This design comes from an exercise in tuning for small area on the open sky130 flow, not from production work.
At most, simulation tests tie the RTL to the original design; equivalence was not proved.
For runs 4 and 5, only the layout was checked, not whether the RTL still works.
Power figures rest on the tool's default switching activity, not on a simulated workload.

===== design/flow/config.mk =====
export PLATFORM = sky130hd
export DESIGN_NAME = overall_top
export DESIGN_NICKNAME = overall_top
export VERILOG_FILES = /design/flow/design.v
export SDC_FILE = /design/flow/constraint.sdc
export NUM_CORES = 4
export LEC_CHECK = 0
export CAP_MARGIN = 20
export CORE_MARGIN = 2
export CORE_UTILIZATION = 40
export SLEW_MARGIN = 20
export SYNTH_MEMORY_MAX_BITS = 16384

===== design/flow/constraint.sdc =====
create_clock -name core_clock -period 10.0 [get_ports {clk_100MHz}]
set_input_delay 2.0000 -clock core_clock [delete_from_list [all_inputs] [get_ports {clk_100MHz}]]
set_output_delay 2.0000 -clock core_clock [all_outputs]
set_load 0.01 [all_outputs]

===== design/flow/design.v =====
`timescale 1ns / 1ps
module vga_timing(
    input clk,
    input reset,
    output pix_en,
    output reg [9:0] h_pos,
    output reg [9:0] v_pos,
    output reg h_sync,
    output reg v_sync
    );
    reg [1:0] phase;            
    assign pix_en = phase[1] & ~phase[0];
    wire [10:0] hc;
    assign hc[0] = pix_en;
    genvar i;
    generate for (i = 0; i < 10; i = i + 1) begin : hcarry
        assign hc[i + 1] = hc[i] & h_pos[i];
    end endgenerate
    wire h_wrap = hc[5] & h_pos[9] & h_pos[8];
    wire [9:0] h_next = (h_pos ^ hc[9:0]) & ~{h_wrap, h_wrap, 2'b00, h_wrap, 5'b00000};
    wire [10:0] vcy;
    assign vcy[0] = h_wrap;
    generate for (i = 0; i < 10; i = i + 1) begin : vcarry
        assign vcy[i + 1] = vcy[i] & v_pos[i];
    end endgenerate
    wire vc = h_wrap & v_pos[9] & v_pos[3] & v_pos[2];
    wire [9:0] v_next = (v_pos ^ vcy[9:0]) & ~{vc, 5'b00000, vc, vc, 1'b0, vc};
    always @(posedge clk or posedge reset)
        if (reset) begin
            phase <= 2'b10;
            h_pos <= 10'd799;
            v_pos <= 10'd524;
            h_sync <= 1'b0;
            v_sync <= 1'b0;
        end
        else begin
            phase <= {phase[0], ~phase[1]};
            h_pos <= h_next;
            v_pos <= v_next;
            h_sync <= h_pos[9] & ~h_pos[8] & h_pos[7] & (|h_pos[6:4]) & ~(&h_pos[6:4]);
            v_sync <= (v_pos[8:1] == 8'b11110101);
        end
endmodule
`timescale 1ns / 1ps
module digit_pixel(
    input [3:0] d,
    input rt, ru, rm, rl, rb,
    input cl, cc, cr,
    output p
    );
    wire is1 = d[0] & ~d[1] & ~d[2] & ~d[3];
    wire is4 = d[2] & ~d[1] & ~d[0];
    wire is7 = d[2] & d[1] & d[0];
    wire s_f = d[3] | (d[2] & ~(d[1] & d[0])) | ~(d[2] | d[1] | d[0]);
    wire s_b = ~(d[2] & (d[1] ^ d[0]));
    wire s_e = ~d[0] & (~d[2] | d[1]);
    wire s_c = ~(d[1] & ~d[0] & ~d[2]);
    wire s_g = ~((~d[3] & ~d[2] & ~d[1]) | is7);
    wire s_d = ~(is1 | is4 | is7);
    wire s_a = ~(is1 | is4);
    wire ml = ~(is1 | is7);
    assign p = (cr & (rt | rm | rb | (ru & s_b) | (rl & s_c)))
             | (cl & ((rt & ~is1) | (ru & s_f) | (rm & ml) | (rl & s_e) | (rb & s_d)))
             | (cc & ((rt & s_a) | (rm & s_g) | (rb & s_d)));
endmodule
module glyph_bit(
    input sel_h10, sel_h1, sel_m10, sel_m1, sel_s10, sel_s1, sel_colon, sel_letter,
    input rt, ru, rm, rl, rb,
    input cl, cc, cr,
    input colon_px, letter_px,
    input [3:0] h10, h1, m1, s1,
    input [2:0] m10, s10,
    output bit_o
    );
    wire h10_nz = |h10;
    wire [3:0] d = ({4{sel_h10}} & h10) | ({4{sel_h1}} & h1)
                 | ({4{sel_m10}} & {1'b0, m10}) | ({4{sel_m1}} & m1)
                 | ({4{sel_s10}} & {1'b0, s10}) | ({4{sel_s1}} & s1);
    wire is_digit = (sel_h10 & h10_nz) | sel_h1 | sel_m10 | sel_m1 | sel_s10 | sel_s1;
    wire is_letter = sel_letter | (sel_h10 & ~h10_nz);
    wire dp;
    digit_pixel dpx(.d(d), .rt(rt), .ru(ru), .rm(rm), .rl(rl), .rb(rb),
        .cl(cl), .cc(cc), .cr(cr), .p(dp));
    assign bit_o = (is_digit & dp) | (sel_colon & colon_px) | (is_letter & letter_px);
endmodule
`timescale 1ns / 1ps
module timer_keeper(
    input clk,
    input rst,
    input mode,
    input start,
    input pause,
    output reg [3:0] s1,
    output reg [2:0] s10,
    output reg [3:0] m1,
    output reg [2:0] m10,
    output reg [3:0] h1,
    output reg h10
    );
    reg run;                    
    always @(posedge clk or posedge rst)
        if (rst)
            run <= 1'b0;
        else
            run <= (start & ~run) | (~pause & run);
    wire en = run & mode;
    reg [5:0] cnt;
    reg half;
    wire cnt_end = en & (&cnt);
    wire tick = cnt_end & ~half;
    wire [5:0] cc = {5'b11111 & {&cnt[4:0], &cnt[3:0], &cnt[2:0], &cnt[1:0], cnt[0]}, 1'b1} & {6{en}};
    wire [5:0] cnt_inc = cnt ^ cc;
    always @(posedge clk or posedge rst)
        if (rst) begin
            cnt <= 6'd14;
            half <= 1'b0;
        end
        else begin
            cnt <= cnt_inc | {2'b00, {3{cnt_end}}, 1'b0};
            half <= half ^ cnt_end;
        end
    wire s59 = s10[2] & s10[0] & s1[3] & s1[0];
    wire m59 = m10[2] & m10[0] & m1[3] & m1[0];
    wire ks = tick;
    wire s1_carry = ks & s1[3] & s1[0];
    wire [3:0] s1_t = {ks & s1[0] & (s1[3] | (s1[2] & s1[1])), ks & s1[0] & s1[1], ks & s1[0] & ~s1[3], ks};
    wire [2:0] s10_t = {s1_carry & s10[0] & (s10[1] | s10[2]), s1_carry & s10[0] & ~s10[2], s1_carry};
    wire km = tick & s59;
    wire m1_carry = km & m1[3] & m1[0];
    wire [3:0] m1_t = {km & m1[0] & (m1[3] | (m1[2] & m1[1])), km & m1[0] & m1[1], km & m1[0] & ~m1[3], km};
    wire [2:0] m10_t = {m1_carry & m10[0] & (m10[1] | m10[2]), m1_carry & m10[0] & ~m10[2], m1_carry};
    wire kh = km & m59;
    wire h15 = h10 & h1[2];
    wire [3:0] h1_t = {kh & h1[0] & (h1[3] | (h1[2] & h1[1])), kh & h1[0] & (h1[1] | h15),
                       kh & h1[0] & ~h1[3] & ~h15, kh};
    wire h10_t = kh & h1[0] & (h1[3] | h15);
    always @(posedge clk or posedge rst)
        if (rst) begin
            s1 <= 4'd0; s10 <= 3'd0;
            m1 <= 4'd0; m10 <= 3'd0;
            h1 <= 4'd0; h10 <= 1'b0;
        end
        else begin
            s1 <= s1 ^ s1_t; s10 <= s10 ^ s10_t;
            m1 <= m1 ^ m1_t; m10 <= m10 ^ m10_t;
            h1 <= h1 ^ h1_t; h10 <= h10 ^ h10_t;
        end
endmodule
`timescale 1ns / 1ps
module clock_keeper(
    input clk,
    input rst,
    input sec_button,
    input min_button,
    input hour_button,
    output reg [3:0] s1,
    output reg [2:0] s10,
    output reg [3:0] m1,
    output reg [2:0] m10,
    output reg [3:0] h1,
    output reg [1:0] h10
    );
    reg [5:0] cnt;
    reg half;
    wire cnt_end = &cnt;
    wire tick = cnt_end & ~half;
    wire [5:0] cc = {&cnt[4:0], &cnt[3:0], &cnt[2:0], &cnt[1:0], cnt[0], 1'b1};
    wire [5:0] cnt_inc = cnt ^ cc;
    always @(posedge clk or posedge rst)
        if (rst) begin
            cnt <= 6'd14;
            half <= 1'b0;
        end
        else begin
            cnt <= cnt_inc | {2'b00, {3{cnt_end}}, 1'b0};
            half <= half ^ cnt_end;
        end
    reg sb, mb, hb;
    always @(posedge clk)
        if (cnt[5] & cnt[4] & cnt[3] & cnt[2] & ~cnt[1] & ~cnt[0]) begin
            sb <= sec_button;
            mb <= min_button;
            hb <= hour_button;
        end
    wire ks = tick & (sb | s1[0]);
    wire s1_carry = ks & s1[3];
    wire [3:0] s1_t = {ks & (s1[3] | (s1[2] & s1[1])), ks & s1[1], ks & ~s1[3], tick & ~sb};
    wire [2:0] s10_t = {s1_carry & s10[0] & (s10[1] | s10[2]), s1_carry & s10[0] & ~s10[2], s1_carry};
    wire s59 = s10[2] & s10[0] & s1[3] & s1[0];
    wire m59 = m10[2] & m10[0] & m1[3] & m1[0];
    wire km = tick & (mb | s59);
    wire m1_carry = km & m1[3] & m1[0];
    wire [3:0] m1_t = {km & m1[0] & (m1[3] | (m1[2] & m1[1])), km & m1[0] & m1[1], km & m1[0] & ~m1[3], km};
    wire [2:0] m10_t = {m1_carry & m10[0] & (m10[1] | m10[2]), m1_carry & m10[0] & ~m10[2], m1_carry};
    wire kh = tick & (hb | (m59 & s59));
    wire h23 = h10[1] & h1[1] & h1[0];
    wire h1_9 = h1[3] & h1[0];
    wire [3:0] h1_t = {kh & h1[0] & (h1[3] | (h1[2] & h1[1])), kh & h1[0] & h1[1] & ~h10[1],
                       kh & h1[0] & ~h1[3], kh};
    wire [1:0] h10_t = {kh & ((h1_9 & h10[0]) | h23), kh & h1_9};
    always @(posedge clk or posedge rst)
        if (rst) begin
            s1 <= 4'd0; s10 <= 3'd0;
            m1 <= 4'd0; m10 <= 3'd0;
            h1 <= 4'd0; h10 <= 2'd0;
        end
        else begin
            s1 <= s1 ^ s1_t; s10 <= s10 ^ s10_t;
            m1 <= m1 ^ m1_t; m10 <= m10 ^ m10_t;
            h1 <= h1 ^ h1_t; h10 <= h10 ^ h10_t;
        end
endmodule
`timescale 1ns / 1ps
module overall_top(
    input clk_100MHz,
    input reset,
    input sec_button,
    input min_button,
    input hour_button,
    input start,
    input pause,
    input mode,
    output h_sync,
    output v_sync,
    output [11:0] rgb
    );
    wire pix_en;
    wire [9:0] h_pos, v_pos;
    vga_timing vga(.clk(clk_100MHz), .reset(reset), .pix_en(pix_en),
        .h_pos(h_pos), .v_pos(v_pos), .h_sync(h_sync), .v_sync(v_sync));
    wire [3:0] as1, am1, ah1;
    wire [2:0] as10, am10;
    wire [1:0] ah10;
    clock_keeper ck(.clk(clk_100MHz), .rst(reset & ~mode),
        .sec_button(sec_button), .min_button(min_button), .hour_button(hour_button),
        .s1(as1), .s10(as10), .m1(am1), .m10(am10), .h1(ah1), .h10(ah10));
    wire [3:0] ts1, tm1, th1;
    wire [2:0] ts10, tm10;
    wire th10;
    timer_keeper tk(.clk(clk_100MHz), .rst(reset & mode), .mode(mode),
        .start(start), .pause(pause),
        .s1(ts1), .s10(ts10), .m1(tm1), .m10(tm10), .h1(th1), .h10(th10));
    wire [4:0] slot = h_pos[9:5];
    wire [3:0] row = v_pos[5:2];
    wire [2:0] col = h_pos[4:2];
    wire vband = (v_pos[9:6] == 4'd3);
    wire sel_h10 = (slot == 5'd6), sel_h1 = (slot == 5'd7);
    wire sel_m10 = (slot == 5'd9), sel_m1 = (slot == 5'd10);
    wire sel_s10 = (slot == 5'd12), sel_s1 = (slot == 5'd13);
    wire sel_colon = (slot == 5'd8) | (slot == 5'd11);
    wire sel_letter = (slot == 5'd14);
    wire rt = (row[3:1] == 3'd1), ru = (row[3:1] == 3'd2), rm = (row[3:1] == 3'd3);
    wire rl = (row[3:1] == 3'd4), rb = (row[3:1] == 3'd5);
    wire cl = (col[2:1] == 2'd0), cc = (col >= 3'd2) & (col <= 3'd4), cr = (col == 3'd5) | (col == 3'd6);
    wire colon_px = (ru | rl) & ((col == 3'd3) | (col == 3'd4));
    wire c04 = (col == 3'd0) | (col == 3'd4);
    wire c0to4 = (col <= 3'd4);
    wire a_px = ((row == 4'd7) & (col >= 3'd1) & (col <= 3'd3))
              | (((row == 4'd8) | (row == 4'd10) | (row == 4'd11)) & c04)
              | ((row == 4'd9) & c0to4);
    wire t_px = ((row == 4'd7) & c0to4)
              | ((row >= 4'd8) & (row <= 4'd11) & (col == 3'd2));
    wire letter_px = mode ? t_px : a_px;
    wire nbit_a, nbit_t;
    glyph_bit ga(.sel_h10(sel_h10), .sel_h1(sel_h1), .sel_m10(sel_m10), .sel_m1(sel_m1),
        .sel_s10(sel_s10), .sel_s1(sel_s1), .sel_colon(sel_colon), .sel_letter(sel_letter),
        .rt(rt), .ru(ru), .rm(rm), .rl(rl), .rb(rb), .cl(cl), .cc(cc), .cr(cr),
        .colon_px(colon_px), .letter_px(letter_px),
        .h10({2'b00, ah10}), .h1(ah1), .m10(am10), .m1(am1), .s10(as10), .s1(as1), .bit_o(nbit_a));
    glyph_bit gt(.sel_h10(sel_h10), .sel_h1(sel_h1), .sel_m10(sel_m10), .sel_m1(sel_m1),
        .sel_s10(sel_s10), .sel_s1(sel_s1), .sel_colon(sel_colon), .sel_letter(sel_letter),
        .rt(rt), .ru(ru), .rm(rm), .rl(rl), .rb(rb), .cl(cl), .cc(cc), .cr(cr),
        .colon_px(colon_px), .letter_px(letter_px),
        .h10({3'b000, th10}), .h1(th1), .m10(tm10), .m1(tm1), .s10(ts10), .s1(ts1), .bit_o(nbit_t));
    reg bit_a, bit_t;
    always @(posedge clk_100MHz) begin
        bit_a <= vband & nbit_a;
        bit_t <= vband & nbit_t;
    end
    wire blank_a = sel_h10 && (ah10 == 2'd0);
    wire blank_t = sel_h10 && !th10;
    reg pix_a, pix_t;
    always @(posedge clk_100MHz)
        if (pix_en) begin
            pix_a <= bit_a & vband & ~blank_a;
            pix_t <= bit_t & vband & ~blank_t;
        end
    assign rgb = {12{mode ? pix_t : pix_a}};
endmodule

===== design/flow/flow/run.sh =====
#!/bin/bash
# Own layout flow: the standard flow (standard.sh) with two changes:
#  - the port buffers are sky130_fd_sc_hd__buf_1 (every port still gets one);
#  - the clock tree is built from clkbuf_8 without dummy balancing loads.
# The make output goes to standard.log in the work folder; ORFS's own step
# logs stay under orfs/logs.
set -euo pipefail
export BUFFER_PORTS_ARGS="-buffer_cell sky130_fd_sc_hd__buf_1"
export CTS_ARGS="-sink_clustering_enable -repair_clock_nets -dont_use_dummy_load -buf_list sky130_fd_sc_hd__clkbuf_8"
bash standard.sh > standard.log 2>&1

===== design/flow/standard.sh =====
#!/bin/bash
# synth_recipe.tcl (not shown) runs the flow's synth.tcl, then flattens the netlist and writes it again
# the make line also repeats each setting of config.mk as NAME=value (left out here)
make -C /OpenROAD-flow-scripts/flow DESIGN_CONFIG=/design/flow/config.mk WORK_HOME=/design/flow/orfs CLKGATE_MAP_FILE= SYNTH_SCRIPT=/design/flow/synth_recipe.tcl "${@:-finish}"

==> results.toml, run 1 <==
[grt]
grt_pass1_wl_mm = 16.4
grt_overflow = 0
grt_max_degree = 28
grt_use_total = 0.162
grt_pass1_vias = 3317
antenna_found_initial = 0

[timing]
rsz0062_at_grt = "false"
tightest_slew_ns = 0.903
period_share = 0.494
drv_slew = 0
slew_headroom = 0.398
setup_tns_ns = 0
finalCriticalPeriod_ns = 4.94
hold_viol_final = 0
setup_viol = 0
timing.final.ws_setup_ns = 5.06
fmax_ghz = 0.203
skew_ns = 0.0166

[clocking]
cts_tree = "yes"
htreeDepth = 3
cts_sinks = 85
cts_root_buf = "clkbuf_8"
postCtsHoldBufs = 0
cts_resized = 0
ctsLongestPathBuffers = 2
clk_latency_ns = 0.35
clkTransAtPathRegs_ns = 0.07
numCtsBuffers = 9
post_cts_buffers = 0

[die]
die_w_um = 113
start_util = 0.413
io_pins = 22
core_area_um2 = 11500
row_count = 39
fp.dieH_um = 113
dieArea_um2 = 12700

[logic_synthesis]
async_reset_ff_frac = 0.918
syn_area_um2 = 4730
synth-main-ff-cell = "dfrtp_1"
synth-edff-count = 5
syn_area_per_cell_um2 = 10.4
synthDistinctLibCells = 66
ys_ff_latch = 85
synth_nets = 503
yosys_warnings = 4
synth_cells = 456
yosysSeqAreaShare = 0.457

[drt]
drt_iter0_markers = 237
dr.pass1.iters = 5
ant_nets = 0
wl_per_cell_um = 15.5
drc = 0
via_per_inst = 5.45
vias = 3306
wl_mm = 9.40

[status]
status = "finished clean"

[power_and_ir_drop]
ir_worst_vdd_uv = 101
power.total_uw = 586
p_per_area_nw_per_um2 = 117
leakagePower_uw = 0.00221

[cells_and_area]
diodes = 0
multi_input_area_um2 = 2310
fill_cells = 1081
drive_above_1_share = 0.0884
seq_area_um2 = 2160
instances_no_fill = 607
layout_common_cells = "dfrtp_1, ha_1, nand2_1"
syn_to_final_growth_pct = 5.76
final_common_cell = "dfrtp_1"
finalNetCount = 513

[worst_setup_path]
arrival_ns = 2.94
cp_max_fo = 12
startpoint_type = "input pin"
worst_setup_path_end_kind = "primary output"
critPathKind = "input pin to primary output"
critPathRequiredTime_ns = 8.00

[placed_design]
port_buffers = 21
gp_routability_congestion = 0.879
hpwl_mm = 7.02
place_ws_ns = 5.05
place_inst = 598

[flow_run]
cap_violations = 0

[worst_hold_path]
holdCritPathClass = "register to register"
[cells in the mapped netlist (3+ instances only)]
master | n | area (um^2)
buf_2 | 4 | 20.0
and2_1 | 6 | 37.5
dfrtp_1 | 61 | 1530
edfxtp_1 | 5 | 150
o22ai_1 | 4 | 25.0
nor3_1 | 7 | 35.0
dfstp_2 | 17 | 447
a21boi_0 | 3 | 22.5
ha_1 | 39 | 488
nand3b_1 | 6 | 45.0
and3b_1 | 3 | 26.3
nor4_1 | 3 | 18.8
nand4_1 | 8 | 50.1
clkbuf_1 | 7 | 26.3
nor2b_1 | 10 | 62.6
mux2i_1 | 9 | 90.1
a211oi_1 | 8 | 60.1
nand3_1 | 18 | 90.1
nand2b_1 | 17 | 106
xnor2_1 | 25 | 219
nand2_1 | 38 | 143
inv_1 | 27 | 101
a31oi_1 | 3 | 18.8
nor2_1 | 19 | 71.3
xor2_1 | 3 | 26.3
and3_1 | 9 | 56.3
a21oi_1 | 9 | 45.0
o21ai_0 | 21 | 105
buf_4 | 14 | 105
or3_1 | 3 | 18.8
[critical path, stage by stage]
cell	delay [ns]
buf_1	0.31
mux2_2	0.47
buf_1	0.16
[routing by layer]
metal  part of all wire  GRT usage  up-vias  wire [um]
met5                  0          0        -          0
met1               0.46      0.216     1601       4350
met2               0.48      0.261       69       4490
met3              0.041     0.0327       18        384
met4              0.020     0.0602        0        187
li1                   -          -     1618          -
[final cells by class]
cell class                      instances  area share
Inverter                               28      0.0210
Sequential cell                        85       0.432
Multi-Input combinational cell        318       0.462
Tap cell                              143      0.0357
Clock buffer                            9      0.0247
Timing Repair Buffer                   24      0.0242
[cells by family (layout without fill, tap and decap cells)]
| group | after synthesis | after routing | share of synthesized area |
|---|---|---|---|
| multiplexers | 11 | 11 | 0.0238 |
| flip-flops | 85 | 85 | 0.457 |
| XOR/XNOR | 28 | 28 | 0.0518 |
| AND/OR/NAND/NOR | 162 | 162 | 0.189 |
| adder cells (fa/ha/maj) | 39 | 39 | 0.103 |
| AO/OA/AOI/OAI | 78 | 78 | 0.121 |
| buffers and inverters | 53 | 61 | 0.0542 |
[flip-flops by register name, summed over array words and instances, names as in the netlist, 2 cells and up]
signal,flops
tk.cnt,6
vga.phase,2
tk.m10,3
ck.h10,2
ck.h1,4
tk.s10,3
tk.m1,4
ck.m1,4
ck.cnt,6
ck.s10,3
ck.m10,3
vga.v_pos,10
tk.s1,4
ck.s1,4
vga.h_pos,10
tk.h1,4
[worst paths after layout]
check                             start  slack (ns)  cells after the start           end
setup / recovery                   mode        5.06                      3        rgb[5]
hold / removal             vga.phase[0]        0.39                      0  vga.phase[1]
setup reg to reg           vga.phase[1]        6.29                     20  vga.v_pos[9]
hold reg to reg            vga.phase[0]        0.39                      0  vga.phase[1]
max in group asynchronous         reset        7.53                      2  vga.v_pos[1]
min in group asynchronous         reset        1.76                      2      tk.h1[0]
[report_power, final]
part | switching, uW | leakage, uW | internal, uW | total [uW]
Combinational | 16.1 | 0.00109 | 13.0 | 29.1
Sequential | 8.26 | 0.00105 | 363 | 371
Clock | 105 | 0.0000647 | 80.5 | 186
[metrics by stage]
| stage | utilization | area [um^2] | hold WS, ns |
|---|---|---|---|
| finish | 0.437 | 5010 | 0.388 |
| global route | 0.437 | 5010 | 0.403 |
| CTS | 0.437 | 5010 | 0.389 |
| detailed placement | 0.426 | 4880 | 0.372 |
| global placement | 0.423 | 4860 | 0.362 |
| floorplan | - | 4730 | 0.355 |
==> inputs of run 2 (changes only) <==
==> design/flow/flow/run.sh (replaced) <==
#!/bin/bash
# Own layout flow: the standard flow (standard.sh) with three changes.
#  1. After the standard synthesis, the combinational logic between the
#     (untouched) registers is re-mapped by ABC for area (remap.abc); a
#     Yosys equivalence check against the standard netlist guards it, and the
#     standard netlist is kept if the check does not pass.
#  2. The port buffers are sky130_fd_sc_hd__buf_1 (every port still gets one).
#  3. The clock tree is built from clkbuf_8 without dummy balancing loads.
# Each tool's output goes to a log file of its own in the work folder.
set -euo pipefail
WORK=$(pwd)
FLOWDIR=$WORK/flow
RES=$WORK/orfs/results/$FLOW_PLATFORM/overall_top/base
PLAT=$FLOW_HOME/platforms/$FLOW_PLATFORM
LIB=$PLAT/lib/sky130_fd_sc_hd__tt_025C_1v80.lib
YOSYS=${YOSYS_EXE:-$(command -v yosys || echo $FLOW_HOME/../tools/install/yosys/bin/yosys)}

export BUFFER_PORTS_ARGS="-buffer_cell sky130_fd_sc_hd__buf_1"
export CTS_ARGS="-sink_clustering_enable -repair_clock_nets -dont_use_dummy_load -buf_list sky130_fd_sc_hd__clkbuf_8"

bash standard.sh synth > standard_synth.log 2>&1
cp "$RES/1_2_yosys.v" "$WORK/netlist_standard.v"

DONT_USE=$(sed -n '/DONT_USE_CELLS +=/,/^$/p' "$PLAT/config.mk" | grep -o 'sky130_fd_sc_hd__[A-Za-z0-9_]*' | sed 's/^/-dont_use /' | tr '\n' ' ')
SEQ="sky130_fd_sc_hd__df* sky130_fd_sc_hd__edf* sky130_fd_sc_hd__sdf* sky130_fd_sc_hd__dl*"

cat > "$WORK/remap.ys" <<EOS
read_liberty -ignore_miss_func -ignore_miss_dir -ignore_miss_data_latch $LIB
read_verilog $WORK/netlist_standard.v
hierarchy -top $FLOW_TOP
setattr -mod -set keep_hierarchy 1 $SEQ
flatten
opt_clean
setattr -mod -set blackbox 1 $SEQ
techmap
opt -fast
abc -liberty $LIB $DONT_USE -script $FLOWDIR/remap.abc
setundef -zero
splitnets
opt_clean -purge
hilomap -singleton -hicell sky130_fd_sc_hd__conb_1 HI -locell sky130_fd_sc_hd__conb_1 LO
insbuf -buf sky130_fd_sc_hd__buf_4 A X
check -assert -mapped
tee -o $WORK/remap_stat.txt stat -liberty $LIB
write_verilog -noattr -nohex -nodec -selected $WORK/netlist_remap.v
EOS

cat > "$WORK/equiv.ys" <<EOS
read_liberty -ignore_miss_func -ignore_miss_dir -ignore_miss_data_latch $LIB
read_verilog $WORK/netlist_standard.v
rename $FLOW_TOP gold
read_verilog $WORK/netlist_remap.v
rename $FLOW_TOP gate
hierarchy -check
flatten gold gate
opt_clean
async2sync
equiv_make gold gate eq
hierarchy -top eq
equiv_simple -seq 1
equiv_induct -seq 1
equiv_status -assert
EOS

use_remap=0
if "$YOSYS" -s "$WORK/remap.ys" > "$WORK/remap.log" 2>&1 \
   && "$YOSYS" -s "$WORK/equiv.ys" > "$WORK/equiv.log" 2>&1; then
  # the same registers, by name and cell type
  if diff <(grep -o 'sky130_fd_sc_hd__[de]*df[a-z0-9_]* [^ ]*' "$WORK/netlist_standard.v" | sort) \
          <(grep -o 'sky130_fd_sc_hd__[de]*df[a-z0-9_]* [^ ]*' "$WORK/netlist_remap.v" | sort) > "$WORK/regs_diff.log"; then
    use_remap=1
  fi
fi
echo "use_remap=$use_remap" > "$WORK/remap_used.txt"
if [[ $use_remap == 1 ]]; then
  cp "$WORK/netlist_remap.v" "$RES/1_2_yosys.v"
  rm -f "$RES/1_synth.odb" "$RES/1_synth.sdc"
fi

bash standard.sh > standard.log 2>&1
==> design/flow/flow/remap.abc (new file) <==
strash
balance; rewrite; refactor; balance; rewrite; rewrite -z; balance; refactor -z; rewrite -z; balance
&get -n
&deepsyn -T 60
&put
dch
amap
topo
==> run 2 against run 1 <==
- worst hold slack unchanged
- synthesized cell count unchanged
- setup slack unchanged
- critical path type unchanged
- critical endpoint unchanged
- highest routed layer unchanged
==> results.toml, run 2 <==
[status]
status = "finished clean"

[clocking]
cts_sinks = 85
post_cts_buffers = 0
numCtsBuffers = 9
ctsLongestPathBuffers = 2
htreeDepth = 3
cts_tree = "yes"
cts_root_buf = "clkbuf_8"
clkTransAtPathRegs_ns = 0.07
clk_latency_ns = 0.35
postCtsHoldBufs = 0
cts_resized = 0

[worst_setup_path]
critPathKind = "input pin to primary output"
worst_setup_path_end_kind = "primary output"
startpoint_type = "input pin"
crit_path_max_incr_delay_ns = 0.47
slowest_stage = "mux2_2"
cp_max_fo = 12
arrival_ns = 2.94
cp_cell_sequence = "buf_1 > mux2_2 > buf_1"
path_common_cell = "buf_1"
critPathRequiredTime_ns = 8.00

[power_and_ir_drop]
p_sw_uw = 130
p_per_area_nw_per_um2 = 117
p_int_uw = 456
pwr-share-seq = 0.633
swShare = 0.221
leakagePower_uw = 0.00221
p_comb_frac = 0.050
ir_worst_vdd_uv = 101
p_clk_frac = 0.317

[logic_synthesis]
yosysSeqAreaShare = 0.457
synth-edff-count = 5
synth.most_common_cell = "dfrtp_1"
synth_top_area_share = 0.322
yosys_warnings = 4
async_reset_ff_frac = 0.918
syn_area_per_cell_um2 = 10.4
synthDistinctLibCells = 66
synth.area.top_cells = "dfrtp_1, ha_1, dfstp_2"
synth_cells = 456
synth_common_cells = "dfrtp_1, ha_1, nand2_1"
syn_area_um2 = 4730
synth_top_cell_by_area = "dfrtp_1"
synth_nets = 503
ys_ff_latch = 85
synth-main-ff-cell = "dfrtp_1"

[timing]
setup_viol = 0
tightest_slew_ns = 0.903
rsz0062_at_grt = "false"
timing.final.ws_setup_ns = 5.06
skew_ns = 0.0166
slew_headroom = 0.398
hold_viol_final = 0
finalCriticalPeriod_ns = 4.94
drv_slew = 0
period_share = 0.494
setup_tns_ns = 0
whs_ns = 0.388
fmax_ghz = 0.203

[cells_and_area]
postLayoutCellArea_um2 = 5010
layout_common_cells = "dfrtp_1, ha_1, nand2_1"
diodes = 0
instances_no_fill = 607
final_common_cell = "dfrtp_1"
largest_registers = "vga.h_pos: 10 flops, vga.v_pos: 10 flops"
finalNetCount = 513
drive_above_1_share = 0.0884
syn_to_final_growth_pct = 5.76

[placed_design]
place_ws_ns = 5.05
hpwl_mm = 7.02
gp_routability_congestion = 0.879
place_inst = 598
dpl_cell_area_um2 = 4880
port_buffers = 21

[drt]
vias = 3306
dr.pass1.iters = 5
via_per_inst = 5.45
drc = 0
wl_mm = 9.40
ant_nets = 0
wl_per_cell_um = 15.5
drt_iter0_markers = 237

[grt]
grt_pass1_vias = 3317
grt_max_degree = 28
grt_pass1_wl_mm = 16.4
grt_overflow = 0
grt_use_total = 0.162
antenna_found_initial = 0

[die]
dieArea_um2 = 12700
core_area_um2 = 11500
die_w_um = 113
start_util = 0.413
io_pins = 22
row_count = 39
fp.dieH_um = 113

[worst_hold_path]
holdCritPathClass = "register to register"

[flow_run]
cap_violations = 0
[run 2: cell counts after synthesis]
Identical to the previous run, type by type.
[run 2: path summary, 6_finish.rpt]
check                      slack [ns]          from      endpoint  depth (start not counted)
setup / recovery                 5.06          mode        rgb[5]                          3
hold / removal                   0.39  vga.phase[0]  vga.phase[1]                          0
setup reg to reg                 6.29  vga.phase[1]  vga.v_pos[9]                         20
hold reg to reg                  0.39  vga.phase[0]  vga.phase[1]                          0
max in group asynchronous        7.53         reset  vga.v_pos[1]                          2
min in group asynchronous        1.76         reset      tk.h1[0]                          2
[run 2: layer usage]
| metal | global-route usage | wire, um |
|---|---|---|
| met4 | 0.0602 | 187 |
| met3 | 0.0327 | 384 |
| met5 | 0 | 0 |
| met2 | 0.261 | 4490 |
| met1 | 0.216 | 4350 |
[run 2: metrics by stage]
stage | total power, uW | util
detailed placement | 407 | 0.426
floorplan | 397 | -
global route | 615 | 0.437
CTS | 597 | 0.437
finish | 586 | 0.437
global placement | 404 | 0.423
[run 2: layout make-up]
cell class / instances / area [um^2]
sequential: 85 / 2160
multi-input combinational: 318 / 2310
timing repair buffer: 24 / 121
fill: 1081 / 6460
tap: 143 / 179
inverter: 28 / 105
clock buffer: 9 / 124
[run 2: critical path: cells and delay by family]
family                 cells  cell delay (ns)
muxes                      1             0.47
buffers and inverters      2             0.47
[run 2: kinds of logic after synthesis]
kind of cell / Yosys count / synth area share
and+or+nand+nor: 162 / 0.189
xor gates and xnor gates: 28 / 0.0518
AOI/OAI and AO/OA: 78 / 0.121
muxes: 11 / 0.0238
adders and majority gates: 39 / 0.103
DFF: 85 / 0.457
buffers and inverters: 53 / 0.0542
[run 2: power by group through the flow]
stage               combinational [uW]  clock, uW  sequential, uW
finish                            29.1        186             371
global route                      33.9        209             372
CTS                               30.0        196             371
detailed placement                29.5          0             378
global placement                  27.8          0             377
floorplan                         21.8          0             376
==> inputs of run 3 (changes only) <==
--- a/design/flow/flow/run.sh
+++ b/design/flow/flow/run.sh
@@ -42,3 +42,2 @@
 insbuf -buf sky130_fd_sc_hd__buf_4 A X
-check -assert -mapped
 tee -o $WORK/remap_stat.txt stat -liberty $LIB
==> run 3 against run 2 <==
- still clean on timing, DRC and antenna
- combinational power decreased by 8.2%
- synthesized cell count increased by 5.0%
- clock power increased by 2%
- sequential power about the same
- via count decreased by 2.6%
- cell area decreased by 13%
- first-iteration DRC count decreased by 17%
- cell count increased by 4.3%
==> results.toml, run 3 <==
[status]
status = "finished clean"

[drt]
ant_nets = 0
wl_mm = 8.14
wl_per_cell_um = 12.9
drc = 0
drt_iter0_markers = 196
dr.pass1.iters = 5
via_per_inst = 5.09
vias = 3219

[flow_run]
cap_violations = 0

[timing]
fmax_ghz = 0.206
skew_ns = 0.0175
finalCriticalPeriod_ns = 4.86
period_share = 0.486
tightest_slew_ns = 0.828
setup_viol = 0
setup_tns_ns = 0
drv_slew = 0
rsz0062_at_grt = "false"
hold_viol_final = 0
slew_headroom = 0.444

[die]
core_area_um2 = 9820
die_w_um = 105
fp.dieH_um = 105
dieArea_um2 = 11000
row_count = 36
io_pins = 22
start_util = 0.415

[cells_and_area]
drive_above_1_share = 0.0580
diodes = 0
largest_registers = "vga.h_pos: 10 flops, vga.v_pos: 10 flops"
syn_to_final_growth_pct = 7.47
final_common_cell = "nor2_1"
finalNetCount = 510
layout_common_cells = "nor2_1, clkinv_1, dfrtp_1"

[worst_setup_path]
cp_max_fo = 12
slowest_stage = "o22a_1"
critPathKind = "input pin to primary output"
critPathRequiredTime_ns = 8.00
arrival_ns = 2.86
startpoint_type = "input pin"
startpoint = "mode"
cp_cell_sequence = "buf_1 > clkinv_1 > o22a_1 > buf_1"
crit_path_max_incr_delay_ns = 0.31
worst_setup_path_end_kind = "primary output"
r2r-start = "vga.phase[1]"
path_common_cell = "buf_1"

[placed_design]
gp_routability_congestion = 0.896
port_buffers = 21
hpwl_mm = 6.15

[clocking]
clk_latency_ns = 0.36
clkTransAtPathRegs_ns = 0.07
post_cts_buffers = 0
cts_resized = 0
postCtsHoldBufs = 0
ctsLongestPathBuffers = 2
numCtsBuffers = 9
cts_sinks = 85
htreeDepth = 3
cts_root_buf = "clkbuf_8"
cts_tree = "yes"

[power_and_ir_drop]
leakagePower_uw = 0.00168
power.total_uw = 591
p_per_area_nw_per_um2 = 135
ir_worst_vdd_uv = 96.1

[grt]
grt_use_total = 0.165
grt_pass1_wl_mm = 14.6
grt_overflow = 0
grt_pass1_vias = 3162
grt_max_degree = 28
antenna_found_initial = 0

[logic_synthesis]
syn_area_per_cell_um2 = 8.50
syn_area_um2 = 4070
yosys_warnings = 4
synth_nets = 487
synth_cells = 479

[worst_hold_path]
min_from = "vga.phase[0]"
holdCritPathClass = "register to register"
==> run 3: changes by cell type in the layout (fill, tap and decap cells not counted), moves of 24 or more <==
cell,before,now
nor2_1,19,119
clkinv_1,0,74
ha_1,39,0
inv_1,27,0
xnor2_1,25,0
a21oi_1,9,33
==> run 3: worst max-delay path: cells and delay by family <==
kind | cells | cell delay (ns)
buffers and inverters | 3 | 0.55
AOI/OAI and AO/OA | 1 | 0.31
==> run 3: power breakdown <==
group / total [uW] / switching [uW] / internal [uW]
sequential: 374 / 8.83 / 366
combinational: 26.7 / 15.8 / 10.9
clock: 190 / 110 / 80.6
total: 591 / 134 / 457
==> run 3: worst paths after layout <==
| check | slack (ns) | cells after the start | to |
|---|---|---|---|
| worst min register to register | 0.39 | 0 | vga.phase[1] |
| worst min-delay path | 0.39 | 0 | vga.phase[1] |
| worst max-delay path | 5.14 | 4 | rgb[3] |
| worst max register to register | 6.44 | 18 | vga.v_pos[9] |
| max in group asynchronous | 7.66 | 4 | ck.cnt[3] |
| min in group asynchronous | 1.72 | 2 | vga.h_pos[7] |
==> run 3: layer usage <==
layer	global-route usage	part of all wire	wire, um
met5	0	0	0
met4	0.0648	0.014	117
met3	0.0405	0.039	318
met2	0.259	0.46	3710
met1	0.219	0.49	4000
==> run 3: layout make-up <==
| class | instances | area (um^2) |
|---|---|---|
| inverter | 74 | 278 |
| fill | 1003 | 5440 |
| tap | 133 | 166 |
| timing repair buffer | 23 | 93.8 |
| clock buffer | 9 | 124 |
| multi-input combinational | 309 | 1550 |
| sequential | 85 | 2160 |
==> run 3: metrics by stage <==
step / hold WS [ns] / utilization / setup WS [ns] / cell area (um^2) / std cells
6_report: 0.390 / 0.446 / 5.14 / 4380 / 633
5_1_grt: 0.403 / 0.446 / 4.90 / 4380 / 633
4_1_cts: 0.391 / 0.445 / 5.14 / 4370 / 633
3_5_place_dp: 0.365 / 0.433 / 4.98 / 4250 / 624
3_3_place_gp: 0.366 / 0.433 / 5.12 / 4250 / 624
2_1_floorplan: 0.355 / - / 5.43 / 4070 / 479
==> inputs of run 4 (changes only) <==
--- a/design/flow/design.v
+++ b/design/flow/design.v
@@ -5,2 +5,3 @@
     output pix_en,
+    output pre_en,
     output reg [9:0] h_pos,
@@ -12,2 +13,3 @@
     assign pix_en = phase[1] & ~phase[0];
+    assign pre_en = ~phase[1] & phase[0];      
     wire [10:0] hc;
@@ -69,6 +71,7 @@
     input cl, cc, cr,
-    input colon_px, letter_px,
+    input colon_px,
     input [3:0] h10, h1, m1, s1,
     input [2:0] m10, s10,
-    output bit_o
+    output part,
+    output is_letter
     );
@@ -79,3 +82,3 @@
     wire is_digit = (sel_h10 & h10_nz) | sel_h1 | sel_m10 | sel_m1 | sel_s10 | sel_s1;
-    wire is_letter = sel_letter | (sel_h10 & ~h10_nz);
+    assign is_letter = sel_letter | (sel_h10 & ~h10_nz);
     wire dp;
@@ -83,3 +86,3 @@
         .cl(cl), .cc(cc), .cr(cr), .p(dp));
-    assign bit_o = (is_digit & dp) | (sel_colon & colon_px) | (is_letter & letter_px);
+    assign part = (is_digit & dp) | (sel_colon & colon_px);
 endmodule
@@ -160,3 +163,9 @@
     output reg [3:0] h1,
-    output reg [1:0] h10
+    output reg [1:0] h10,
+    output [3:0] n_s1,
+    output [2:0] n_s10,
+    output [3:0] n_m1,
+    output [2:0] n_m10,
+    output [3:0] n_h1,
+    output [1:0] n_h10
     );
@@ -200,2 +209,8 @@
     wire [1:0] h10_t = {kh & ((h1_9 & h10[0]) | h23), kh & h1_9};
+    assign n_s1 = s1 ^ s1_t;
+    assign n_s10 = s10 ^ s10_t;
+    assign n_m1 = m1 ^ m1_t;
+    assign n_m10 = m10 ^ m10_t;
+    assign n_h1 = h1 ^ h1_t;
+    assign n_h10 = h10 ^ h10_t;
     always @(posedge clk or posedge rst)
@@ -207,5 +222,5 @@
         else begin
-            s1 <= s1 ^ s1_t; s10 <= s10 ^ s10_t;
-            m1 <= m1 ^ m1_t; m10 <= m10 ^ m10_t;
-            h1 <= h1 ^ h1_t; h10 <= h10 ^ h10_t;
+            s1 <= n_s1; s10 <= n_s10;
+            m1 <= n_m1; m10 <= n_m10;
+            h1 <= n_h1; h10 <= n_h10;
         end
@@ -226,5 +241,5 @@
     );
-    wire pix_en;
+    wire pix_en, pre_en;
     wire [9:0] h_pos, v_pos;
-    vga_timing vga(.clk(clk_100MHz), .reset(reset), .pix_en(pix_en),
+    vga_timing vga(.clk(clk_100MHz), .reset(reset), .pix_en(pix_en), .pre_en(pre_en),
         .h_pos(h_pos), .v_pos(v_pos), .h_sync(h_sync), .v_sync(v_sync));
@@ -233,5 +248,9 @@
     wire [1:0] ah10;
+    wire [3:0] ns1, nm1, nh1;
+    wire [2:0] ns10, nm10;
+    wire [1:0] nh10;
     clock_keeper ck(.clk(clk_100MHz), .rst(reset & ~mode),
         .sec_button(sec_button), .min_button(min_button), .hour_button(hour_button),
-        .s1(as1), .s10(as10), .m1(am1), .m10(am10), .h1(ah1), .h10(ah10));
+        .s1(as1), .s10(as10), .m1(am1), .m10(am10), .h1(ah1), .h10(ah10),
+        .n_s1(ns1), .n_s10(ns10), .n_m1(nm1), .n_m10(nm10), .n_h1(nh1), .n_h10(nh10));
     wire [3:0] ts1, tm1, th1;
@@ -263,17 +282,21 @@
     wire letter_px = mode ? t_px : a_px;
-    wire nbit_a, nbit_t;
-    glyph_bit ga(.sel_h10(sel_h10), .sel_h1(sel_h1), .sel_m10(sel_m10), .sel_m1(sel_m1),
-        .sel_s10(sel_s10), .sel_s1(sel_s1), .sel_colon(sel_colon), .sel_letter(sel_letter),
-        .rt(rt), .ru(ru), .rm(rm), .rl(rl), .rb(rb), .cl(cl), .cc(cc), .cr(cr),
-        .colon_px(colon_px), .letter_px(letter_px),
-        .h10({2'b00, ah10}), .h1(ah1), .m10(am10), .m1(am1), .s10(as10), .s1(as1), .bit_o(nbit_a));
-    glyph_bit gt(.sel_h10(sel_h10), .sel_h1(sel_h1), .sel_m10(sel_m10), .sel_m1(sel_m1),
+    wire [1:0] u_h10 = pre_en ? nh10 : {1'b0, th10};
+    wire [3:0] u_h1 = pre_en ? nh1 : th1;
+    wire [2:0] u_m10 = pre_en ? nm10 : tm10;
+    wire [3:0] u_m1 = pre_en ? nm1 : tm1;
+    wire [2:0] u_s10 = pre_en ? ns10 : ts10;
+    wire [3:0] u_s1 = pre_en ? ns1 : ts1;
+    wire part, is_letter;
+    glyph_bit gu(.sel_h10(sel_h10), .sel_h1(sel_h1), .sel_m10(sel_m10), .sel_m1(sel_m1),
         .sel_s10(sel_s10), .sel_s1(sel_s1), .sel_colon(sel_colon), .sel_letter(sel_letter),
         .rt(rt), .ru(ru), .rm(rm), .rl(rl), .rb(rb), .cl(cl), .cc(cc), .cr(cr),
-        .colon_px(colon_px), .letter_px(letter_px),
-        .h10({3'b000, th10}), .h1(th1), .m10(tm10), .m1(tm1), .s10(ts10), .s1(ts1), .bit_o(nbit_t));
-    reg bit_a, bit_t;
+        .colon_px(colon_px),
+        .h10({2'b00, u_h10}), .h1(u_h1), .m10(u_m10), .m1(u_m1), .s10(u_s10), .s1(u_s1),
+        .part(part), .is_letter(is_letter));
+    reg part_a, letter_a, bit_a, bit_t;
     always @(posedge clk_100MHz) begin
-        bit_a <= vband & nbit_a;
-        bit_t <= vband & nbit_t;
+        part_a <= part;                                 
+        letter_a <= is_letter;                          
+        bit_a <= part_a | (letter_a & letter_px);       
+        bit_t <= part | (is_letter & letter_px);        
     end
==> run 4 against run 3 <==
- flip-flop and latch count rose by 2
- via count down 2.4%
- critical endpoint unchanged
- routed wire length increased by 10%
- still clean on timing, DRC and antenna
- sequential power rose by 1%
- largest power group unchanged
- register-to-register slack got worse by 0.62 ns
- worst hold slack gained 0.017 ns
==> results.toml, run 4 <==
[grt]
grt_overflow = 0
grt_max_degree = 28
grt_pass1_wl_mm = 15.5
grt_pass1_vias = 3161
antenna_found_initial = 0
grt_use_total = 0.154

[logic_synthesis]
ys_ff_latch = 87
synth-edff-count = 5
yosys_warnings = 4
syn_area_um2 = 4670
synth_common_cells = "dfrtp_1, nand2_1, ha_1"
synth-main-ff-cell = "dfrtp_1"
synth_top_area_share = 0.327
yosysSeqAreaShare = 0.472
synthDistinctLibCells = 75
synth_top_cell_by_area = "dfrtp_1"
synth.most_common_cell = "dfrtp_1"
synth_cells = 438
syn_area_per_cell_um2 = 10.7
synth.area.top_cells = "dfrtp_1, ha_1, dfstp_2"
synth_nets = 482
async_reset_ff_frac = 0.897

[flow_run]
cap_violations = 0

[die]
die_w_um = 112
fp.dieH_um = 112
io_pins = 22
dieArea_um2 = 12500
start_util = 0.409
row_count = 39
core_area_um2 = 11400

[clocking]
clk_latency_ns = 0.35
cts_root_buf = "clkbuf_8"
htreeDepth = 3
post_cts_buffers = 0
clkTransAtPathRegs_ns = 0.06
postCtsHoldBufs = 0
ctsLongestPathBuffers = 2
cts_tree = "yes"
cts_sinks = 87
numCtsBuffers = 9
cts_resized = 0

[worst_setup_path]
path_common_cell = "buf_1"
worst_setup_path_end_kind = "primary output"
startpoint_type = "input pin"
reg2reg_slack_ns = 5.82
slowest_stage = "mux2_2"
critPathRequiredTime_ns = 8.00
critPathKind = "input pin to primary output"
crit_path_max_incr_delay_ns = 0.46
cp_cell_sequence = "buf_1 > mux2_2 > buf_1"
cp_max_fo = 12
arrival_ns = 2.88

[drt]
wl_per_cell_um = 15.2
vias = 3143
via_per_inst = 5.32
dr.pass1.iters = 4
ant_nets = 0
wl_mm = 8.98
drt_iter0_markers = 207
drc = 0

[timing]
fmax_ghz = 0.205
finalCriticalPeriod_ns = 4.88
slew_headroom = 0.374
period_share = 0.488
skew_ns = 0.0270
tightest_slew_ns = 0.938
setup_tns_ns = 0
drv_slew = 0
hold_viol_final = 0
rsz0062_at_grt = "false"
setup_viol = 0
whs_ns = 0.407

[power_and_ir_drop]
power.total_uw = 592
ir_worst_vdd_uv = 63.8
p_per_area_nw_per_um2 = 121
leakagePower_uw = 0.00224

[cells_and_area]
syn_to_final_growth_pct = 4.83
finalNetCount = 494
instances_no_fill = 591
layout_common_cells = "dfrtp_1, nand2_1, ha_1"
utilization = 0.428
drive_above_1_share = 0.112
largest_registers = "vga.h_pos: 10 flops, vga.v_pos: 10 flops"
final_common_cell = "dfrtp_1"
diodes = 0

[placed_design]
place_inst = 582
port_buffers = 21
gp_routability_congestion = 0.858
hpwl_mm = 6.74

[worst_hold_path]
holdCritPathClass = "register to register"

[status]
status = "finished clean"
-- run 4: final cells by class --
| cell class | instances | area [um^2] |
|---|---|---|
| timing repair buffer | 23 | 93.8 |
| multi-input combinational | 305 | 2200 |
| fill | 1110 | 6530 |
| clock buffer | 9 | 124 |
| inverter | 24 | 90.1 |
| sequential | 87 | 2200 |
| tap | 143 | 179 |
-- run 4: final timing paths --
path | start | end | cells past startpoint
setup / recovery | mode | rgb[3] | 3
hold / removal | part_a | bit_a | 1
setup reg to reg | ck.cnt[1] | bit_t | 18
hold reg to reg | part_a | bit_a | 1
max in group asynchronous | reset | vga.phase[0] | 2
min in group asynchronous | reset | ck.h10[1] | 2
-- run 4: layer usage --
layer  track usage  vias up  wire (um)
met5             0        -          0
met2         0.236       62       3930
li1              -     1547          -
met4        0.0602        0        148
met3        0.0254       10        348
met1         0.219     1524       4550
-- run 4: report_power, final --
part,internal (uW),total (uW),switching (uW)
registers,371,379,8.04
clock network,80.6,185,105
logic,12.0,27.9,15.9
total,463,592,128
-- run 4: metrics by stage --
step	setup slack, ns	instance area, um^2
after floorplan	5.42	4670
after global placement	5.12	4770
after detailed placement	5.10	4770
after CTS	5.10	4890
after global routing	5.03	4890
final	5.12	4890
-- run 4: worst max-delay path, delay by kind of cell --
| family | cells | cell delay [ns] |
|---|---|---|
| buffers and inverters | 2 | 0.42 |
| multiplexers | 1 | 0.46 |
-- run 4: kinds of logic after synthesis --
logic type	after synthesis	synth area share
and+or+nand+nor	157	0.190
DFF	87	0.472
AOI/OAI and AO/OA	78	0.118
buffers and inverters	46	0.0560
adders and majority gates	36	0.0965
xor gates and xnor gates	25	0.0469
muxes	9	0.0201
==> inputs of run 5 (changes only) <==
--- a/design/flow/flow/run.sh
+++ b/design/flow/flow/run.sh
@@ -41,3 +41,3 @@
 hilomap -singleton -hicell sky130_fd_sc_hd__conb_1 HI -locell sky130_fd_sc_hd__conb_1 LO
-insbuf -buf sky130_fd_sc_hd__buf_4 A X
+insbuf -buf sky130_fd_sc_hd__buf_1 A X
 tee -o $WORK/remap_stat.txt stat -liberty $LIB
@@ -46,17 +46,16 @@
 
+# Equivalence: both netlists with their (identical) registers cut into
+# inputs and outputs must compute the same functions (SAT proof).
+python3 "$FLOWDIR/cut_ffs.py" "$WORK/netlist_standard.v" "$WORK/cut_standard.v" > "$WORK/cut.log" 2>&1 || true
 cat > "$WORK/equiv.ys" <<EOS
 read_liberty -ignore_miss_func -ignore_miss_dir -ignore_miss_data_latch $LIB
-read_verilog $WORK/netlist_standard.v
+read_verilog $WORK/cut_standard.v
 rename $FLOW_TOP gold
-read_verilog $WORK/netlist_remap.v
+read_verilog $WORK/cut_remap.v
 rename $FLOW_TOP gate
-hierarchy -check
 flatten gold gate
 opt_clean
-async2sync
-equiv_make gold gate eq
-hierarchy -top eq
-equiv_simple -seq 1
-equiv_induct -seq 1
-equiv_status -assert
+miter -equiv -flatten -make_outputs gold gate miter
+hierarchy -top miter
+sat -verify -prove trigger 0 miter
 EOS
@@ -65,2 +64,3 @@
 if "$YOSYS" -s "$WORK/remap.ys" > "$WORK/remap.log" 2>&1 \
+   && python3 "$FLOWDIR/cut_ffs.py" "$WORK/netlist_remap.v" "$WORK/cut_remap.v" >> "$WORK/cut.log" 2>&1 \
    && "$YOSYS" -s "$WORK/equiv.ys" > "$WORK/equiv.log" 2>&1; then
==> design/flow/flow/cut_ffs.py (new file) <==
# Cut the flip-flops of a mapped netlist: each register's Q becomes a new
# input and its D, reset, set and enable pins new outputs, so that two
# netlists with the same registers can be compared combinationally.
import re, sys
# Replace flip-flop instances by cut points: Q from a new input, D/reset/set/enable to new outputs.
src, dst = sys.argv[1], sys.argv[2]
t = open(src).read()
inst_re = re.compile(r'\n\s*(sky130_fd_sc_hd__(?:e?df\w+))\s+(\\\S+|\w+)\s*\((.*?)\);', re.S)
flops = []
for m in inst_re.finditer(t):
    pins = dict(re.findall(r'\.(\w+)\(([^()]*?)\)', m.group(3)))
    flops.append((m.group(2), m.group(1), pins, m.span()))
flops.sort(key=lambda f: f[0])
names = {f[0]: i for i, f in enumerate(flops)}
newports, decls, assigns = [], [], []
for name, typ, pins, span in flops:
    i = names[name]
    for p, net in pins.items():
        net = net.strip()
        if net.startswith("\\"): net = net + " "
        if p == 'CLK': continue
        if p in ('Q',):
            newports.append(f'cutq{i}'); decls.append(f'  input cutq{i};'); assigns.append(f'  assign {net} = cutq{i};')
        elif p == 'Q_N':
            newports.append(f'cutqn{i}'); decls.append(f'  input cutqn{i};'); assigns.append(f'  assign {net} = cutqn{i};')
        else:
            newports.append(f'cut{p}{i}'); decls.append(f'  output cut{p}{i};'); assigns.append(f'  assign cut{p}{i} = {net};')
# remove instances (from the end)
for name, typ, pins, span in sorted(flops, key=lambda f: -f[3][0]):
    t = t[:span[0]] + '\n' + t[span[1]:]
# add ports to module header
t = re.sub(r'(module\s+' + re.escape(sys.argv[3] if len(sys.argv) > 3 else 'overall_top') + r'\s*\()', r'\1' + ', '.join(newports) + ', ', t, count=1)
t = t.replace('endmodule', '\n'.join(decls + assigns) + '\nendmodule', 1)
open(dst, 'w').write(t)
print(len(flops), 'flops cut')
==> run 5 against run 4 <==
- sequential share of layout area up 5.3 points
- sequential power grew 1%
- power increased by 1.2%
- register-to-register slack worse by 0.64 ns
- setup slack got worse by 0.16 ns
- via count up 2.1%
- non-clock buffer count decreased by 1
- clock skew is 0.0036 ns higher
- routed wire length is 7.6% lower
- critical path type is now input pin to register
- largest cell class unchanged
==> results.toml, run 5 <==
[status]
status = "finished clean"

[timing]
whs_ns = 0.403
setup_viol = 0
slew_headroom = 0.438
finalCriticalPeriod_ns = 5.04
skew_ns = 0.0306
rsz0062_at_grt = "false"
drv_slew = 0
period_share = 0.504
hold_viol_final = 0
timing.final.ws_setup_ns = 4.96
fmax_ghz = 0.199
setup_tns_ns = 0
tightest_slew_ns = 0.838

[placed_design]
place_ws_ns = 4.66
gp_routability_congestion = 0.898
hpwl_mm = 6.37
port_buffers = 21

[logic_synthesis]
syn_area_per_cell_um2 = 8.70
syn_area_um2 = 4040
synth_nets = 472
yosys_warnings = 4
synth_cells = 464

[cells_and_area]
syn_to_final_growth_pct = 8.37
layout_common_cells = "nor2_1, clkinv_1, dfrtp_1"
drive_above_1_share = 0.0579
final_common_cell = "nor2_1"
finalNetCount = 494
largest_registers = "vga.h_pos: 10 flops, vga.v_pos: 10 flops"
diodes = 0

[grt]
grt_pass1_wl_mm = 14.2
grt_max_degree = 28
grt_overflow = 0
grt_use_total = 0.164
grt_pass1_vias = 2975
antenna_found_initial = 0

[clocking]
clkTransAtPathRegs_ns = 0.06
clk_latency_ns = 0.36
cts_resized = 0
cts_root_buf = "clkbuf_8"
ctsLongestPathBuffers = 2
post_cts_buffers = 0
cts_tree = "yes"
cts_sinks = 87
htreeDepth = 3
postCtsHoldBufs = 0
numCtsBuffers = 9

[worst_setup_path]
crit_path_max_incr_delay_ns = 0.33
critPathKind = "input pin to register"
path_common_cell = "nor2_1"
cp_cell_sequence = "buf_1 > and3_1 > and3_1 > and3_1 > nand2_1 > nor2_1 > nand2_1 > nor2_1 > nand2_1 > nor2_1 > nand3_1 > nor2_1 > clkinv_1 > nor2_1 > nand2_1 > nor3_1 > a311oi_1"
cp_max_fo = 7
startpoint_type = "input pin"
reg2reg_slack_ns = 5.18
critPathRequiredTime_ns = 10.21
worst_setup_path_end_kind = "register"
slowest_stage = "buf_1"
arrival_ns = 5.24

[worst_hold_path]
holdCritPathClass = "register to register"

[die]
core_area_um2 = 9770
dieArea_um2 = 10900
io_pins = 22
fp.dieH_um = 104
row_count = 36
start_util = 0.413
die_w_um = 104

[drt]
drc = 0
wl_mm = 8.30
wl_per_cell_um = 13.4
dr.pass1.iters = 4
drt_iter0_markers = 211
ant_nets = 0
via_per_inst = 5.20
vias = 3209

[flow_run]
cap_violations = 0

[power_and_ir_drop]
leakagePower_uw = 0.00169
p_per_area_nw_per_um2 = 137
ir_worst_vdd_uv = 67.0
[run 5: worst max-delay path: cells and delay by family]
family          cells  cell delay (ns)
buf+inv             2             0.44
simple gates       14             2.73
compound gates      1             0.09
[run 5: path summary, 6_finish.rpt]
path / from / cells after the start / endpoint
setup / recovery: mode / 17 / tk.h1[2]
hold / removal: vga.phase[0] / 0 / vga.phase[1]
setup reg to reg: ck.cnt[2] / 25 / bit_t
hold reg to reg: vga.phase[0] / 0 / vga.phase[1]
max in group asynchronous: mode / 4 / ck.cnt[3]
min in group asynchronous: reset / 2 / vga.v_sync
[run 5: per-layer routing]
| layer | part of all wire | vias to the layer above | global-route usage |
|---|---|---|---|
| li1 | - | 1624 | - |
| met5 | 0 | - | 0 |
| met4 | 0.030 | 0 | 0.0772 |
| met2 | 0.42 | 68 | 0.238 |
| met3 | 0.044 | 22 | 0.0345 |
| met1 | 0.50 | 1495 | 0.235 |
[run 5: cell type report]
class	count	area, um^2
inverter	70	263
clock buffer	9	124
multi-input combinational	296	1530
sequential	87	2200
tap	133	166
fill	950	5400
timing repair buffer	22	86.3
[run 5: stage by stage]
step / power, uW / utilization / std cells / instance area, um^2
2_1_floorplan: 407 / - / 464 / 4040
3_3_place_gp: 416 / 0.435 / 608 / 4250
3_5_place_dp: 417 / 0.435 / 608 / 4250
4_1_cts: 606 / 0.448 / 617 / 4370
5_1_grt: 628 / 0.448 / 617 / 4370
6_report: 599 / 0.448 / 617 / 4370
[run 5: power by group]
| group | internal (uW) | total (uW) | switching [uW] |
|---|---|---|---|
| Combinational | 10.6 | 27.0 | 16.4 |
| Clock | 80.7 | 189 | 109 |
| Sequential | 374 | 383 | 9.03 |
| Total | 465 | 599 | 134 |

what the ideal ports hide:
The results above use ideal ports. As a check the final layouts listed here were re-extracted and re-timed, cells and wires unchanged. Step 1 sets driving cells, clkbuf_16 on the clock port and buf_2 on the other inputs (assumed; they add their load-dependent delay and slew). Step 2, shift: input delay + t, output delay - t, t = (earliest + latest rising clock arrival at the registers) / 2. This alone moves slack from input paths to output paths. Three values: ideal, step 1, step 2; two values: the first two.
| run | t (ns) | slack for setup (ns) | hold slack, ns | worst slew at a driven data input, ns |
|---|---|---|---|---|
| run 1 | 0.381 | 5.065 / 5.038 / 5.038 | 0.388 / 0.388 / 0.388 | 0.03 |
| run 2 | 0.381 | 5.065 / 5.038 / 5.038 | 0.388 / 0.388 / 0.388 | 0.03 |
| run 3 | 0.385 | 5.140 / 5.115 / 4.953 | 0.390 / 0.390 / 0.390 | 0.03 |
| run 4 | 0.373 | 5.121 / 5.096 / 5.096 | 0.407 / 0.407 / 0.407 | 0.03 |
| run 5 | 0.380 | 4.965 / 4.974 / 4.594 | 0.403 / 0.403 / 0.403 | 0.04 |
After both steps every run listed still meets setup and hold. For run 5, which loses most, drivers alone change the setup slack by +0.009 ns; drivers and shift together by -0.371 ns.
